Background: an optimization exercise with open tools, aiming at a short achievable clock period and few clock cycles. Do not read the settings as production practice. In this exercise RTL edits were held to simulation tests only and were not proved equivalent to the original. Power is estimated from default activity; no workload was simulated.

`flow/run.sh`:
```
#!/bin/bash
# synth_recipe.tcl (not shown) runs the flow's synth.tcl, then flattens the netlist and writes it again
# the make line also repeats each setting of config.mk as NAME=value (left out here)
make -C /OpenROAD-flow-scripts/flow DESIGN_CONFIG=/design/flow/config.mk WORK_HOME=/design/flow/orfs CLKGATE_MAP_FILE= SYNTH_SCRIPT=/design/flow/synth_recipe.tcl finish
```
`flow/config.mk`:
```
export PLATFORM = sky130hd
export DESIGN_NAME = y86_pipe
export DESIGN_NICKNAME = y86_pipe
export VERILOG_FILES = /design/flow/design.v
export SDC_FILE = /design/flow/constraint.sdc
export NUM_CORES = 4
export LEC_CHECK = 0
export CAP_MARGIN = 20
export CORE_MARGIN = 2
export CORE_UTILIZATION = 40
export SLEW_MARGIN = 20
```
`flow/design.v`:
```
module split(ibyte, icode, ifun);
input [7:0] ibyte;
output [3:0] icode;
output [3:0] ifun;
assign icode = ibyte[7:4];
assign ifun = ibyte[3:0];
endmodule
module align(ibytes, need_regids, rA, rB, valC);
input [71:0] ibytes;
input need_regids;
output [ 3:0] rA;
output [ 3:0] rB;
output [63:0] valC;
assign rA = ibytes[71:68];
assign rB = ibytes[67:64];
assign valC = need_regids ? ibytes[63:0] : ibytes[71:8];
endmodule
module pc_increment(pc, need_regids, need_valC, valP);
input [63:0] pc;
input need_regids;
input need_valC;
output [63:0] valP;
assign valP = pc + 1 + 8*need_valC + need_regids;
endmodule
 module cenrreg(out, in, enable, reset, resetval, clock);
 parameter width = 8;
 output [width-1:0] out;
 reg [width-1:0] out;
 input [width-1:0] in;
 input enable;
 input reset;
 input [width-1:0] resetval;
 input clock;
 always @(posedge clock) begin
    if (reset)
        out <= resetval;
    else if (enable)
        out <= in;
    end
 endmodule
 module preg(out, in, stall, bubble, bubbleval, clock);
 parameter width = 8;
 output [width-1:0] out;
 input [width-1:0] in;
 input stall, bubble;
 input [width-1:0] bubbleval;
 input clock;
 cenrreg #(width) r(out, in, ~stall, bubble, bubbleval, clock);
 endmodule
 module regfile(dstE, valE, dstM, valM, srcA, valA, srcB, valB, reset, clock,
 rax, rcx, rdx, rbx, rsp, rbp, rsi, rdi,
 r8, r9, r10, r11, r12, r13, r14);
 input [ 3:0] dstE;
 input [63:0] valE;
 input [ 3:0] dstM;
 input [63:0] valM;
 input [ 3:0] srcA;
 output [63:0] valA;
 input [ 3:0] srcB;
 output [63:0] valB;
 input reset;  
 input clock;
 output [63:0] rax, rcx, rdx, rbx, rsp, rbp, rsi, rdi,
 r8, r9, r10, r11, r12, r13, r14;
parameter RRAX = 4'h0;
parameter RRCX = 4'h1;
parameter RRDX = 4'h2;
parameter RRBX = 4'h3;
parameter RRSP = 4'h4;
parameter RRBP = 4'h5;
parameter RRSI = 4'h6;
parameter RRDI = 4'h7;
parameter R8 = 4'h8;
parameter R9 = 4'h9;
parameter R10 = 4'ha;
parameter R11 = 4'hb;
parameter R12 = 4'hc;
parameter R13 = 4'hd;
parameter R14 = 4'he;
parameter RRNONE = 4'hf;
 wire [63:0] rax_dat, rcx_dat, rdx_dat, rbx_dat,
 rsp_dat, rbp_dat, rsi_dat, rdi_dat,
 r8_dat, r9_dat, r10_dat, r11_dat,
 r12_dat, r13_dat, r14_dat;
 wire rax_wrt, rcx_wrt, rdx_wrt, rbx_wrt,
 rsp_wrt, rbp_wrt, rsi_wrt, rdi_wrt,
 r8_wrt, r9_wrt, r10_wrt, r11_wrt,
 r12_wrt, r13_wrt, r14_wrt;
 cenrreg #(64) rax_reg(rax, rax_dat, rax_wrt, 1'b0, 64'b0, clock);
 cenrreg #(64) rcx_reg(rcx, rcx_dat, rcx_wrt, 1'b0, 64'b0, clock);
 cenrreg #(64) rdx_reg(rdx, rdx_dat, rdx_wrt, 1'b0, 64'b0, clock);
 cenrreg #(64) rbx_reg(rbx, rbx_dat, rbx_wrt, 1'b0, 64'b0, clock);
 cenrreg #(64) rsp_reg(rsp, rsp_dat, rsp_wrt, 1'b0, 64'b0, clock);
 cenrreg #(64) rbp_reg(rbp, rbp_dat, rbp_wrt, 1'b0, 64'b0, clock);
 cenrreg #(64) rsi_reg(rsi, rsi_dat, rsi_wrt, 1'b0, 64'b0, clock);
 cenrreg #(64) rdi_reg(rdi, rdi_dat, rdi_wrt, 1'b0, 64'b0, clock);
 cenrreg #(64) r8_reg(r8, r8_dat, r8_wrt, 1'b0, 64'b0, clock);
 cenrreg #(64) r9_reg(r9, r9_dat, r9_wrt, 1'b0, 64'b0, clock);
 cenrreg #(64) r10_reg(r10, r10_dat, r10_wrt, 1'b0, 64'b0, clock);
 cenrreg #(64) r11_reg(r11, r11_dat, r11_wrt, 1'b0, 64'b0, clock);
 cenrreg #(64) r12_reg(r12, r12_dat, r12_wrt, 1'b0, 64'b0, clock);
 cenrreg #(64) r13_reg(r13, r13_dat, r13_wrt, 1'b0, 64'b0, clock);
 cenrreg #(64) r14_reg(r14, r14_dat, r14_wrt, 1'b0, 64'b0, clock);
 assign valA =
 srcA == RRAX ? rax :
 srcA == RRCX ? rcx :
 srcA == RRDX ? rdx :
 srcA == RRBX ? rbx :
 srcA == RRSP ? rsp :
 srcA == RRBP ? rbp :
 srcA == RRSI ? rsi :
 srcA == RRDI ? rdi :
 srcA == R8 ? r8 :
 srcA == R9 ? r9 :
 srcA == R10 ? r10 :
 srcA == R11 ? r11 :
 srcA == R12 ? r12 :
 srcA == R13 ? r13 :
 srcA == R14 ? r14 :
 0;
 assign valB =
 srcB == RRAX ? rax :
 srcB == RRCX ? rcx :
 srcB == RRDX ? rdx :
 srcB == RRBX ? rbx :
 srcB == RRSP ? rsp :
 srcB == RRBP ? rbp :
 srcB == RRSI ? rsi :
 srcB == RRDI ? rdi :
 srcB == R8 ? r8 :
 srcB == R9 ? r9 :
 srcB == R10 ? r10 :
 srcB == R11 ? r11 :
 srcB == R12 ? r12 :
 srcB == R13 ? r13 :
 srcB == R14 ? r14 :
 0;
 assign rax_dat = dstM == RRAX ? valM : valE;
 assign rcx_dat = dstM == RRCX ? valM : valE;
 assign rdx_dat = dstM == RRDX ? valM : valE;
 assign rbx_dat = dstM == RRBX ? valM : valE;
 assign rsp_dat = dstM == RRSP ? valM : valE;
 assign rbp_dat = dstM == RRBP ? valM : valE;
 assign rsi_dat = dstM == RRSI ? valM : valE;
 assign rdi_dat = dstM == RRDI ? valM : valE;
 assign r8_dat = dstM == R8 ? valM : valE;
 assign r9_dat = dstM == R9 ? valM : valE;
 assign r10_dat = dstM == R10 ? valM : valE;
 assign r11_dat = dstM == R11 ? valM : valE;
 assign r12_dat = dstM == R12 ? valM : valE;
 assign r13_dat = dstM == R13 ? valM : valE;
 assign r14_dat = dstM == R14 ? valM : valE;
 assign rax_wrt = dstM == RRAX | dstE == RRAX;
 assign rcx_wrt = dstM == RRCX | dstE == RRCX;
 assign rdx_wrt = dstM == RRDX | dstE == RRDX;
 assign rbx_wrt = dstM == RRBX | dstE == RRBX;
 assign rsp_wrt = dstM == RRSP | dstE == RRSP;
 assign rbp_wrt = dstM == RRBP | dstE == RRBP;
 assign rsi_wrt = dstM == RRSI | dstE == RRSI;
 assign rdi_wrt = dstM == RRDI | dstE == RRDI;
 assign r8_wrt = dstM == R8 | dstE == R8;
 assign r9_wrt = dstM == R9 | dstE == R9;
 assign r10_wrt = dstM == R10 | dstE == R10;
 assign r11_wrt = dstM == R11 | dstE == R11;
 assign r12_wrt = dstM == R12 | dstE == R12;
 assign r13_wrt = dstM == R13 | dstE == R13;
 assign r14_wrt = dstM == R14 | dstE == R14;
 endmodule
module preg2(out, in, stall, bubble, bubbleval, reset, clock);
 parameter width = 8;
 output reg [width-1:0] out;
 input [width-1:0] in;
 input stall;
 input bubble;
 input [width-1:0] bubbleval;
 input reset;
 input clock;
 always @(posedge clock) begin
    if (reset | bubble)
        out <= bubbleval;
    else if (!stall)
        out <= in;
    end
 endmodule
module alu(aluA, aluB, alufun, valE, new_cc);
input [63:0] aluA, aluB;  
input [ 3:0] alufun;  
output [63:0] valE;  
output [ 2:0] new_cc;  
parameter ALUADD = 4'h0;
parameter ALUSUB = 4'h1;
parameter ALUAND = 4'h2;
parameter ALUXOR = 4'h3;
assign valE =
    alufun == ALUSUB ? aluB - aluA :
    alufun == ALUAND ? aluB & aluA :
    alufun == ALUXOR ? aluB ^ aluA :
    aluB + aluA;
assign new_cc[2] = (valE == 0);  
assign new_cc[1] = valE[63];  
assign new_cc[0] =  
    alufun == ALUADD ?
        (aluA[63] == aluB[63]) & (aluA[63] != valE[63]) :
    alufun == ALUSUB ?
        (~aluA[63] == aluB[63]) & (aluB[63] != valE[63]) :
    0;
endmodule
module cc(cc, new_cc, set_cc, reset, clock);
output[2:0] cc;
input [2:0] new_cc;
input set_cc;
input reset;
input clock;
preg2 #(3) c(cc, new_cc, ~set_cc, 1'b0, 3'b100, reset, clock);
endmodule
module cond(ifun, cc, Cnd);
input [3:0] ifun;
input [2:0] cc;
output Cnd;
wire zf = cc[2];
wire sf = cc[1];
wire of = cc[0];
parameter C_YES = 4'h0;
parameter C_LE = 4'h1;
parameter C_L = 4'h2;
parameter C_E = 4'h3;
parameter C_NE = 4'h4;
parameter C_GE = 4'h5;
parameter C_G = 4'h6;
assign Cnd =
(ifun == C_YES) | 
(ifun == C_LE & ((sf^of)|zf)) |  
(ifun == C_L & (sf^of)) |  
(ifun == C_E & zf) |  
(ifun == C_NE & ~zf) |  
(ifun == C_GE & (~sf^of)) |  
(ifun == C_G & (~sf^of)&~zf);  
endmodule
module y86_pipe(clock, reset, imem_addr, imem_data, dmem_addr, dmem_wdata, dmem_we, dmem_rdata, W_stat);
    input clock;
    input reset;
    output [63:0] imem_addr;
    input [79:0] imem_data;
    output [63:0] dmem_addr;
    output [63:0] dmem_wdata;
    output dmem_we;
    input [63:0] dmem_rdata;
    output [2:0] W_stat;
    parameter IHALT = 4'h0;
    parameter INOP = 4'h1;
    parameter IRRMOVQ = 4'h2;
    parameter IIRMOVQ = 4'h3;
    parameter IRMMOVQ = 4'h4;
    parameter IMRMOVQ = 4'h5;
    parameter IOPQ = 4'h6;
    parameter IJXX = 4'h7;
    parameter ICALL = 4'h8;
    parameter IRET = 4'h9;
    parameter IPUSHQ = 4'hA;
    parameter IPOPQ = 4'hB;
    parameter IIADDQ = 4'hC;
    parameter ILEAVE = 4'hD;
    parameter IPOP2 = 4'hE;
    parameter FNONE = 4'h0;
    parameter UNCOND = 4'h0;
    parameter RRSP = 4'h4;
    parameter RRBP = 4'h5;
    parameter RNONE = 4'hF;
    parameter ALUADD = 4'h0;
    parameter SBUB = 3'h0;
    parameter SAOK = 3'h1;
    parameter SHLT = 3'h2;
    parameter SADR = 3'h3;
    parameter SINS = 3'h4;
    wire [63:0] f_predPC, F_predPC, f_pc;
    wire f_ok;
    wire imem_error;
    wire [ 2:0] f_stat;
    wire [7:0] f_ibyte;
    wire[71:0] f_ibytes;
    wire [ 3:0] f_icode;
    wire [ 3:0] f_ifun;
    wire [ 3:0] f_rA;
    wire [ 3:0] f_rB;
    wire [63:0] f_valC;
    wire [63:0] f_valP;
    wire need_regids;
    wire need_valC;
    wire instr_valid;
    wire F_stall, F_bubble, F_reset;
    wire [ 2:0] D_stat;
    wire [63:0] D_pc;
    wire [ 3:0] D_icode;
    wire [ 3:0] D_ifun;
    wire [ 3:0] D_rA;
    wire [ 3:0] D_rB;
    wire [63:0] D_valC;
    wire [63:0] D_valP;
    wire [63:0] d_valA;
    wire [63:0] d_valB;
    wire [63:0] d_rvalA;
    wire [63:0] d_rvalB;
    wire [ 3:0] d_dstE;
    wire [ 3:0] d_dstM;
    wire [ 3:0] d_srcA;
    wire [ 3:0] d_srcB;
    wire D_stall , D_bubble, D_reset;
    wire [ 2:0] M_stat;
    wire [63:0] M_pc;
    wire [ 3:0] M_icode;
    wire [ 3:0] M_ifun;
    wire M_Cnd;
    wire [63:0] M_valE;
    wire [63:0] M_valA;
    wire [ 3:0] M_dstE;
    wire [ 3:0] M_dstM;
    wire [ 2:0] m_stat;
    wire [63:0] mem_addr;
    wire [63:0] mem_data;
    wire mem_read;
    wire mem_write;
    wire dmem_error;
    wire [63:0] m_valM;
    wire M_stall, M_bubble,M_reset;
    wire m_ok;
    wire [ 2:0] W_stat;
    wire [63:0] W_pc;
    wire [ 3:0] W_icode;
    wire [63:0] W_valE;
    wire [63:0] W_valM;
    wire [ 3:0] W_dstE;
    wire [ 3:0] W_dstM;
    wire [63:0] w_valE;
    wire [63:0] w_valM;
    wire [ 3:0] w_dstE;
    wire [ 3:0] w_dstM;
    wire W_stall, W_bubble, resetting;
    assign resetting = reset;
    wire [ 2:0] E_stat;
    wire [63:0] E_pc;
    wire [ 3:0] E_icode;
    wire [ 3:0] E_ifun;
    wire [63:0] E_valC;
    wire [63:0] E_valA;
    wire [63:0] E_valB;
    wire [ 3:0] E_dstE;
    wire [ 3:0] E_dstM;
    wire [ 3:0] E_srcA;
    wire [ 3:0] E_srcB;
    wire [63:0] aluA;
    wire [63:0] aluB;
    wire set_cc;
    wire [ 2:0] cc;
    wire [ 2:0] new_cc;
    wire [ 3:0] alufun;
    wire e_Cnd;
    wire [63:0] e_valE;
    wire [63:0] e_valA;
    wire [ 3:0] e_dstE;
    wire E_stall, E_bubble;
    assign imem_error = 1'b0;
    assign dmem_error = 1'b0;
    assign f_pc =(((M_icode == IJXX) & ~M_Cnd) ? M_valA : (W_icode == IRET) ? W_valM :F_predPC);
    assign instr_valid = 
    f_icode == INOP ? 1'b1 :
    f_icode == IHALT ? 1'b1 :
    f_icode == IRRMOVQ ? 1'b1 :
    f_icode == IIRMOVQ ? 1'b1 :
    f_icode == IRMMOVQ ? 1'b1 :
    f_icode == IMRMOVQ ? 1'b1 :
    f_icode == IOPQ ? 1'b1 :
    f_icode == IJXX ? 1'b1 :
    f_icode == ICALL ? 1'b1 :
    f_icode == IRET ? 1'b1 :
    f_icode == IPUSHQ ? 1'b1 :
    f_icode == IPOPQ ? 1'b1 : 1'b0;
    assign f_stat =(imem_error ? SADR : ~instr_valid ? SINS : (f_icode == IHALT) ? SHLT :SAOK);
    assign need_regids =
    f_icode == IRRMOVQ ? 1'b1:
    f_icode == IOPQ ? 1'b1:
    f_icode == IPUSHQ ? 1'b1:
    f_icode ==IPOPQ ? 1'b1:
    f_icode == IIRMOVQ ? 1'b1:
    f_icode == IRMMOVQ ? 1'b1:
    f_icode == IMRMOVQ ? 1'b1: 1'b0;
    assign need_valC =(f_icode == IIRMOVQ | f_icode == IRMMOVQ | f_icode == IMRMOVQ | f_icode== IJXX | f_icode == ICALL);
    assign f_predPC =((f_icode == IJXX | f_icode == ICALL) ? f_valC : f_valP);
    assign d_srcA =
    D_icode == IRRMOVQ ? D_rA: 
    D_icode == IRMMOVQ ? D_rA:
    D_icode == IOPQ ? D_rA:
    D_icode== IPUSHQ ? D_rA :
    D_icode == IPOPQ ? RRSP:
    D_icode == IRET ? RRSP :RNONE;
    assign d_srcB =
    D_icode == IOPQ ? D_rB:
    D_icode == IRMMOVQ ? D_rB:
    D_icode == IMRMOVQ ? D_rB :
    D_icode == IPUSHQ ? RRSP:
    D_icode == IPOPQ ? RRSP:
    D_icode == ICALL ? RRSP:  
    D_icode== IRET ? RRSP : RNONE;
    assign d_dstE =
    D_icode == IRRMOVQ ? D_rB:
    D_icode == IIRMOVQ ? D_rB :
    D_icode == IOPQ ? D_rB :
    D_icode == IPUSHQ ? RRSP:
    D_icode == IPOPQ ? RRSP:
    D_icode == ICALL ? RRSP: 
    D_icode== IRET ? RRSP : RNONE;
    assign d_dstM =((D_icode == IMRMOVQ | D_icode == IPOPQ) ? D_rA : RNONE);
    assign d_valA =
    D_icode == ICALL ? D_valP: 
    D_icode == IJXX ? D_valP :
    d_srcA == e_dstE ? e_valE : 
    d_srcA == M_dstM ? m_valM : 
    d_srcA == M_dstE ? M_valE :
    d_srcA == W_dstM ? W_valM : 
    d_srcA == W_dstE ? W_valE : d_rvalA;
    assign d_valB =
    d_srcB == e_dstE ? e_valE : 
    d_srcB == M_dstM ? m_valM : 
    d_srcB== M_dstE ? M_valE : 
    d_srcB == W_dstM ? W_valM : 
    d_srcB ==W_dstE ? W_valE : d_rvalB;
    assign aluA =
    E_icode == IRRMOVQ ? E_valA: 
    E_icode == IOPQ ? E_valA : 
    E_icode == IIRMOVQ ? E_valC:
    E_icode == IRMMOVQ ? E_valC: 
    E_icode == IMRMOVQ ? E_valC : 
    E_icode ==ICALL ? -8:
    E_icode == IPUSHQ ? -8 : 
    E_icode == IRET ? 8:
    E_icode == IPOPQ ? 8 : 0;
    assign aluB =
    E_icode == IRMMOVQ ? E_valB:
    E_icode == IMRMOVQ ? E_valB:
    E_icode == IOPQ ? E_valB:
    E_icode== ICALL ? E_valB:
    E_icode == IPUSHQ ? E_valB:
    E_icode == IRET ? E_valB:
    E_icode == IPOPQ ? E_valB : 
    E_icode == IRRMOVQ ? 0:
    E_icode == IIRMOVQ ? 0 : 0;
    assign alufun =((E_icode == IOPQ) ? E_ifun : ALUADD);
    assign set_cc =(((E_icode == IOPQ) & ~(m_stat == SADR | m_stat == SINS | m_stat ==SHLT)) & ~(W_stat == SADR | W_stat == SINS | W_stat == SHLT));
    assign e_valA =E_valA;
    assign e_dstE =(((E_icode == IRRMOVQ) & ~e_Cnd) ? RNONE : E_dstE);
    assign mem_addr =
    M_icode == IRMMOVQ ? M_valE :
    M_icode == IPUSHQ ? M_valE :
    M_icode == ICALL ? M_valE :
    M_icode == IMRMOVQ ? M_valE : 
    M_icode == IPOPQ ? M_valA : 
    M_icode == IRET ? M_valA : 0;
    assign mem_read =(M_icode == IMRMOVQ | M_icode == IPOPQ | M_icode == IRET);
    assign mem_write =(M_icode == IRMMOVQ | M_icode == IPUSHQ | M_icode == ICALL);
    assign m_stat =(dmem_error ? SADR : M_stat);
    assign w_dstE =W_dstE;
    assign w_valE =W_valE;
    assign w_dstM =W_dstM;
    assign w_valM =W_valM;
    assign F_bubble =0;
    assign F_stall =(((E_icode == IMRMOVQ | E_icode == IPOPQ) & (E_dstM == d_srcA | E_dstM == d_srcB)) | (IRET == D_icode | IRET == E_icode | IRET == M_icode));
    assign D_stall =((E_icode == IMRMOVQ | E_icode == IPOPQ) & (E_dstM == d_srcA | E_dstM == d_srcB));
    assign D_bubble =(((E_icode == IJXX) & ~e_Cnd) | (~((E_icode == IMRMOVQ | E_icode ==IPOPQ) & (E_dstM == d_srcA | E_dstM == d_srcB)) & (IRET ==D_icode | IRET == E_icode | IRET == M_icode)));
    assign E_stall =0;
    assign E_bubble =(((E_icode == IJXX) & ~e_Cnd) | ((E_icode == IMRMOVQ | E_icode == IPOPQ) & (E_dstM == d_srcA | E_dstM == d_srcB)));
    assign M_stall =0;
    assign M_bubble =((m_stat == SADR | m_stat == SINS | m_stat == SHLT) | (W_stat == SADR | W_stat == SINS | W_stat == SHLT));
    assign W_stall =(W_stat == SADR | W_stat == SINS | W_stat == SHLT);
    assign W_bubble =0;
    preg2 #(64) F_predPC_reg(F_predPC, f_predPC, F_stall, 1'b0, 64'b0, reset, clock);
    preg2 #(3) D_stat_reg(D_stat, f_stat, D_stall, D_bubble, SBUB, reset, clock);
    preg2 #(64) D_pc_reg(D_pc, f_pc, D_stall, D_bubble, 64'b0, reset, clock);
    preg2 #(4) D_icode_reg(D_icode, f_icode, D_stall, D_bubble, INOP, reset, clock);
    preg2 #(4) D_ifun_reg(D_ifun, f_ifun, D_stall, D_bubble, FNONE, reset, clock);
    preg2 #(4) D_rA_reg(D_rA, f_rA, D_stall, D_bubble, RNONE, reset, clock);
    preg2 #(4) D_rB_reg(D_rB, f_rB, D_stall, D_bubble, RNONE, reset, clock);
    preg2 #(64) D_valC_reg(D_valC, f_valC, D_stall, D_bubble, 64'b0, reset, clock);
    preg2 #(64) D_valP_reg(D_valP, f_valP, D_stall, D_bubble, 64'b0, reset, clock);
    preg2 #(3) E_stat_reg(E_stat, D_stat, E_stall, E_bubble, SBUB, reset, clock);
    preg2 #(64) E_pc_reg(E_pc, D_pc, E_stall, E_bubble, 64'b0, reset, clock);
    preg2 #(4) E_icode_reg(E_icode, D_icode, E_stall, E_bubble, INOP, reset, clock);
    preg2 #(4) E_ifun_reg(E_ifun, D_ifun, E_stall, E_bubble, FNONE, reset, clock);
    preg2 #(64) E_valC_reg(E_valC, D_valC, E_stall, E_bubble, 64'b0, reset, clock);
    preg2 #(64) E_valA_reg(E_valA, d_valA, E_stall, E_bubble, 64'b0, reset, clock);
    preg2 #(64) E_valB_reg(E_valB, d_valB, E_stall, E_bubble, 64'b0, reset, clock);
    preg2 #(4) E_dstE_reg(E_dstE, d_dstE, E_stall, E_bubble, RNONE, reset, clock);
    preg2 #(4) E_dstM_reg(E_dstM, d_dstM, E_stall, E_bubble, RNONE, reset, clock);
    preg2 #(4) E_srcA_reg(E_srcA, d_srcA, E_stall, E_bubble, RNONE, reset, clock);
    preg2 #(4) E_srcB_reg(E_srcB, d_srcB, E_stall, E_bubble, RNONE, reset, clock);
    preg2 #(3) M_stat_reg(M_stat, E_stat, M_stall, M_bubble, SBUB, reset, clock);
    preg2 #(64) M_pc_reg(M_pc, E_pc, M_stall, M_bubble, 64'b0, reset, clock);
    preg2 #(4) M_icode_reg(M_icode, E_icode, M_stall, M_bubble, INOP, reset, clock);
    preg2 #(4) M_ifun_reg(M_ifun, E_ifun, M_stall, M_bubble, FNONE, reset, clock);
    preg2 #(1) M_Cnd_reg(M_Cnd, e_Cnd, M_stall, M_bubble, 1'b0, reset, clock);
    preg2 #(64) M_valE_reg(M_valE, e_valE, M_stall, M_bubble, 64'b0, reset, clock);
    preg2 #(64) M_valA_reg(M_valA, e_valA, M_stall, M_bubble, 64'b0, reset, clock);
    preg2 #(4) M_dstE_reg(M_dstE, e_dstE, M_stall, M_bubble, RNONE, reset, clock);
    preg2 #(4) M_dstM_reg(M_dstM, E_dstM, M_stall, M_bubble, RNONE, reset, clock);
    preg2 #(3) W_stat_reg(W_stat, m_stat, W_stall, W_bubble, SBUB, reset, clock);
    preg2 #(64) W_pc_reg(W_pc, M_pc, W_stall, W_bubble, 64'b0, reset, clock);
    preg2 #(4) W_icode_reg(W_icode, M_icode, W_stall, W_bubble, INOP, reset, clock);
    preg2 #(64) W_valE_reg(W_valE, M_valE, W_stall, W_bubble, 64'b0, reset, clock);
    preg2 #(64) W_valM_reg(W_valM, m_valM, W_stall, W_bubble, 64'b0, reset, clock);
    preg2 #(4) W_dstE_reg(W_dstE, M_dstE, W_stall, W_bubble, RNONE, reset, clock);
    preg2 #(4) W_dstM_reg(W_dstM, M_dstM, W_stall, W_bubble, RNONE, reset, clock);
    assign imem_addr = f_pc;
    assign f_ibyte = imem_data[79:72];
    assign f_ibytes = imem_data[71:0];
    split split(f_ibyte[7:0], f_icode, f_ifun);
    align align(f_ibytes[71:0], need_regids, f_rA, f_rB, f_valC);
    pc_increment pci(f_pc, need_regids, need_valC, f_valP);
    wire [63:0] rax, rcx, rdx, rbx, rsp, rbp, rsi, rdi, r8, r9, r10, r11, r12, r13, r14;
    regfile regf(w_dstE, w_valE, w_dstM, w_valM,
    d_srcA, d_rvalA, d_srcB, d_rvalB, resetting, clock,
    rax, rcx, rdx, rbx, rsp, rbp, rsi, rdi,
    r8, r9, r10, r11, r12, r13, r14);
    alu alu(aluA, aluB, alufun, e_valE, new_cc);
    cc ccreg(cc, new_cc,set_cc, resetting, clock);
    cond cond_check(E_ifun, cc, e_Cnd);
    assign dmem_addr = mem_addr;
    assign dmem_wdata = M_valA;
    assign dmem_we = mem_write;
    assign m_valM = dmem_rdata;
endmodule
```
`flow/constraint.sdc`:
```
create_clock -name core_clock -period 7.0 [get_ports {clock}]
set_input_delay 1.4000 -clock core_clock [delete_from_list [all_inputs] [get_ports {clock}]]
set_output_delay 1.4000 -clock core_clock [all_outputs]
set_load 0.01 [all_outputs]
```
==> impl_metrics.env <==
export IMPL_setup_violations=0
export IMPL_max_slew_margin_pct=14.3
export IMPL_yosysMostFrequentCell="sky130_fd_sc_hd__mux2_2"
export IMPL_synthToLayoutAreaGrowth_pct=14.9
export IMPL_tritoncts="built"
export IMPL_global_route_usage_met2_pct=62.1
export IMPL_worst_path_largest_cell_delay_ns=0.51
export IMPL_die_h_um=498
export IMPL_ys_top_cells_by_count="sky130_fd_sc_hd__mux2_2, sky130_fd_sc_hd__clkbuf_1, sky130_fd_sc_hd__edfxtp_1"
export IMPL_first_global_vias=90200
export IMPL_cts_buffers=187
export IMPL_crit_chain="nand2_1 -> o21a_1 -> nor2_4 -> buf_4 -> buf_4 -> and2_1 -> o22a_1 -> ha_1 -> nand4_1 -> nor3_2 -> nand4_1 -> a21oi_2 -> nor3b_1 -> o21ai_0 -> nand3_1 -> o221a_2 -> o22ai_1 -> nand4_1 -> buf_4 -> and4b_1 -> nand4b_1 -> o31ai_1"
export IMPL_number_of_antenna_violations_at_the_first_check_in_global_routing=36
export IMPL_hold_worst_slack_ns=0.422
export IMPL_reg2reg_from="E_icode_reg.out[1]"
export IMPL_drt_wl_total_mm=535
export IMPL_postSynth_topFlopCell="sky130_fd_sc_hd__edfxtp_1"
export IMPL_async_reset_ff_share_pct=0
export IMPL_max_clock_freq_mhz=148
export IMPL_path_delay_family="simple AND/OR/NAND/NOR gates"
export IMPL_mappedNetlistNets=10500
export IMPL_first_iter_violations=16400
export IMPL_cts_stage_hold_buffer_count=0
export IMPL_routedWlPerCell_um=39.5
export IMPL_timing_critical_path_depth=22
export IMPL_synth_enable_flop_cells=960
export IMPL_worstRegToRegCells=22
export IMPL_clock_latency_ns=0.90
export IMPL_synth_seq_cells=1672
export IMPL_route_detailed_vias_per_inst=7.04
export IMPL_multi_input_area_um2=50500
export IMPL_min_period_ns=6.75
export IMPL_post_cts_buffers=0
export IMPL_clk_root_buffer_cell="sky130_fd_sc_hd__clkbuf_16"
export IMPL_cell_at_the_slowest_stage_of_the_critical_path="sky130_fd_sc_hd__ha_1"
export IMPL_mapped_avg_cell_area_um2=9.53
export IMPL_grt_max_degree=233
export IMPL_clock_skew_final_ns=0.0844
export IMPL_grt_ovfl_total=0
export IMPL_p_leak_uw=0.0406
export IMPL_cts_htree_levels=4
export IMPL_pin_count=342
export IMPL_fin_nets=10500
export IMPL_drtAntennaViolNets=0
export IMPL_clk_transition_reported_paths_ns=0.07
export IMPL_coreArea_um2=243000
export IMPL_dr_pass1_iters=12
export IMPL_seqCellArea_um2=43100
export IMPL_netlist_cell_type_count=100
export IMPL_layout_worst_path_cycle_share_pct=96.4
export IMPL_reported_max_cap_violation_count=0
export IMPL_critPathCaptureType="flop"
export IMPL_tightestPinTransition_ns=1.28
export IMPL_place_port_buffers=341
export IMPL_synthCells=10200
export IMPL_min_delay_worst_endpoint="M_stat_reg.out[1]"
export IMPL_finalHoldViolCount=0
export IMPL_path_type_of_the_worst_setup_path="reg -> reg"
export IMPL_first_pass_grt_wire_length_mm=728
export IMPL_synth_largest_area_cell="sky130_fd_sc_hd__edfxtp_1"
export IMPL_outcome="timing/DRC/antenna clean"
export IMPL_crit_path_start_kind="flop"
export IMPL_remaining_drc_errors=0
export IMPL_yosys_top_cell_area_share_pct=29.5
export IMPL_drive_gt1_share_pct=18.8
export IMPL_vias=95400
export IMPL_gr_usage_all_layers_pct=41.1
export IMPL_hp_start="E_stat_reg.out[1]"
export IMPL_p_per_area_nw_per_um2=266
export IMPL_die_width_um=498
export IMPL_grtUsageMet1_pct=52.7
export IMPL_globalRoute_busiestLayer="met2"
export IMPL_worstPathArrival_ns=7.49
export IMPL_hold_crit_class="reg -> reg"
export IMPL_timing_reg2reg_setup_slack_ns=0.25
export IMPL_clock_sink_count=1672
export IMPL_gp_congestion=1.06
export IMPL_whs_path_depth=1
export IMPL_starting_density_pct=40.2
export IMPL_post_dp_hpwl_mm=383
export IMPL_vdd_ir_drop_max_uv=198
export IMPL_synth_warning_count=5
export IMPL_timing_final_max_slew_violations=0
export IMPL_cp_max_fo=31
export IMPL_cts_path_max_buffers=3
export IMPL_placement_rows=181
export IMPL_syn_cell_area_um2=97600
export IMPL_synthTopCellsByArea="sky130_fd_sc_hd__edfxtp_1, sky130_fd_sc_hd__dfxtp_1, sky130_fd_sc_hd__mux2_2, sky130_fd_sc_hd__a21oi_1, sky130_fd_sc_hd__clkbuf_1"
export IMPL_synth_seq_area_share_pct=44.2
export IMPL_use_met3_pct=9.63
export IMPL_rsz0062_at_grt="no"
export IMPL_post_route_util_pct=46.2
export IMPL_path_buf_inv=3
export IMPL_post_layout_total_power_uw=29900
export IMPL_cp_data_required_time_ns=7.75
export IMPL_ff_to_ff_end="ccreg.c.out[2]"
export IMPL_count_of_fill_cells_added_during_filler_insertion=23100
export IMPL_fp_dieArea_um2=248000
metal layers:
layer  wire [um]  share of wire, %  up-vias
li1            -                 -    38800
met1      200000                37    47300
met2      230000                43     7614
met3       62800                12     1686
met4       41700               7.8       32
met5         226             0.042        -
repair_timing:
item	in CTS	in global routing
endpoints found under the hold margin	0	0
gates cloned	0	0
resized for setup	1	4
endpoints found under the setup margin	1	5
layout by cell type, fill, tap and decap left out, types with 187 or more instances in the layout:
cell type,instances
sky130_fd_sc_hd__nor2_1,816
sky130_fd_sc_hd__a22oi_1,331
sky130_fd_sc_hd__a21oi_1,813
sky130_fd_sc_hd__clkdlybuf4s50_1,340
sky130_fd_sc_hd__clkbuf_16,187
sky130_fd_sc_hd__mux2_2,971
sky130_fd_sc_hd__buf_4,467
sky130_fd_sc_hd__a211oi_1,272
sky130_fd_sc_hd__dfxtp_1,709
sky130_fd_sc_hd__nand2_1,749
sky130_fd_sc_hd__o22ai_1,196
sky130_fd_sc_hd__edfxtp_1,960
sky130_fd_sc_hd__o21ai_0,483
per-stage QoR:
| stage | cell area [um^2] | TNS, ns | std cells | setup WS [ns] |
|---|---|---|---|---|
| after global placement | 106000 | -1.05 | 13200 | -0.434 |
| after global routing | 112000 | 0 | 13500 | 0.00776 |
| after floorplan | 97600 | 0 | 10200 | 1.25 |
| after CTS | 112000 | 0 | 13500 | 0.248 |
| after detailed placement | 106000 | 0 | 13200 | 0.0605 |
| final | 112000 | 0 | 13600 | 0.253 |
where the power goes:
part,total [uW],internal (uW),switching (uW)
Combinational,8060,2510,5560
Clock,10200,5640,4540
Sequential,11600,10900,762
final cells by class:
| cell class | instances | share of cell area, % |
|---|---|---|
| Timing Repair Buffer | 844 | 6.80 |
| Sequential cell | 1672 | 38.4 |
| Clock inverter | 98 | 0.991 |
| Tap cell | 3202 | 3.57 |
| Multi-Input combinational cell | 7309 | 45.1 |
| Clock buffer | 245 | 4.54 |
| Inverter | 170 | 0.569 |
| Antenna cell | 23 | 0.0513 |
worst max path at each step:
stage	start	end	slack, ns
floorplan	W_dstE_reg.out[0]	regf.r13_reg.out[0]	1.25
global placement	E_icode_reg.out[1]	ccreg.c.out[2]	-0.43
detailed placement	E_icode_reg.out[1]	ccreg.c.out[2]	0.06
CTS	E_icode_reg.out[1]	ccreg.c.out[2]	0.25
global route	E_icode_reg.out[1]	ccreg.c.out[2]	0.008
finish	E_icode_reg.out[1]	ccreg.c.out[2]	0.25
worst register-to-register path, cell delays in order (launching register included):
cell and delay (ns):
sky130_fd_sc_hd__dfxtp_1 0.50, sky130_fd_sc_hd__nand2_1 0.19, sky130_fd_sc_hd__o21a_1 0.24, sky130_fd_sc_hd__nor2_4 0.13
sky130_fd_sc_hd__buf_4 0.35, sky130_fd_sc_hd__buf_4 0.44, sky130_fd_sc_hd__and2_1 0.20, sky130_fd_sc_hd__o22a_1 0.15
sky130_fd_sc_hd__ha_1 0.51, sky130_fd_sc_hd__nand4_1 0.40, sky130_fd_sc_hd__nor3_2 0.50, sky130_fd_sc_hd__nand4_1 0.26
sky130_fd_sc_hd__a21oi_2 0.51, sky130_fd_sc_hd__nor3b_1 0.31, sky130_fd_sc_hd__o21ai_0 0.25, sky130_fd_sc_hd__nand3_1 0.20
sky130_fd_sc_hd__o221a_2 0.33, sky130_fd_sc_hd__o22ai_1 0.24, sky130_fd_sc_hd__nand4_1 0.13, sky130_fd_sc_hd__buf_4 0.20
sky130_fd_sc_hd__and4b_1 0.29, sky130_fd_sc_hd__nand4b_1 0.12, sky130_fd_sc_hd__o31ai_1 0.19
logic make-up (layout without fill, tap and decap cells):
kind of cell / Yosys count / in the layout / synth area share, %
adders and majority gates: 132 / 132 / 1.71
and+or+nand+nor: 2729 / 2729 / 13.1
DFF: 1672 / 1672 / 44.2
muxes: 1116 / 1116 / 12.7
buffers and inverters: 1260 / 1357 / 4.95
xor gates and xnor gates: 129 / 129 / 1.16
AOI/OAI and AO/OA: 3203 / 3203 / 22.2
other: 0 / 23 / 0
Testbench counts, summed over its fixed seeds: cycles 57,485.

## what the ideal ports hide
No port has a modelled driver above. Below, the same layout with a new extraction and two added sets of constraints. Step 1: set_driving_cell puts a clkbuf_16 on clock and a buf_2 on each other input, an assumption about the parent block. Step 2 times the ports against the registers' clock, not the clock port: input delays grow and output delays shrink by t, the midpoint of the rising clock arrivals with the driver on. a / b / c = ideal ports / drivers / drivers and shift; a / b = the first two.
shift t [ns]: 0.935
setup WS [ns]: 0.253 / 0.253 / 0.174
slew at the worst register clock pin (ns): 0.07 / 0.07
After both steps setup and hold are still met in this run. For this run, drivers alone change the setup slack by 0.000 ns; drivers and shift together by -0.079 ns.
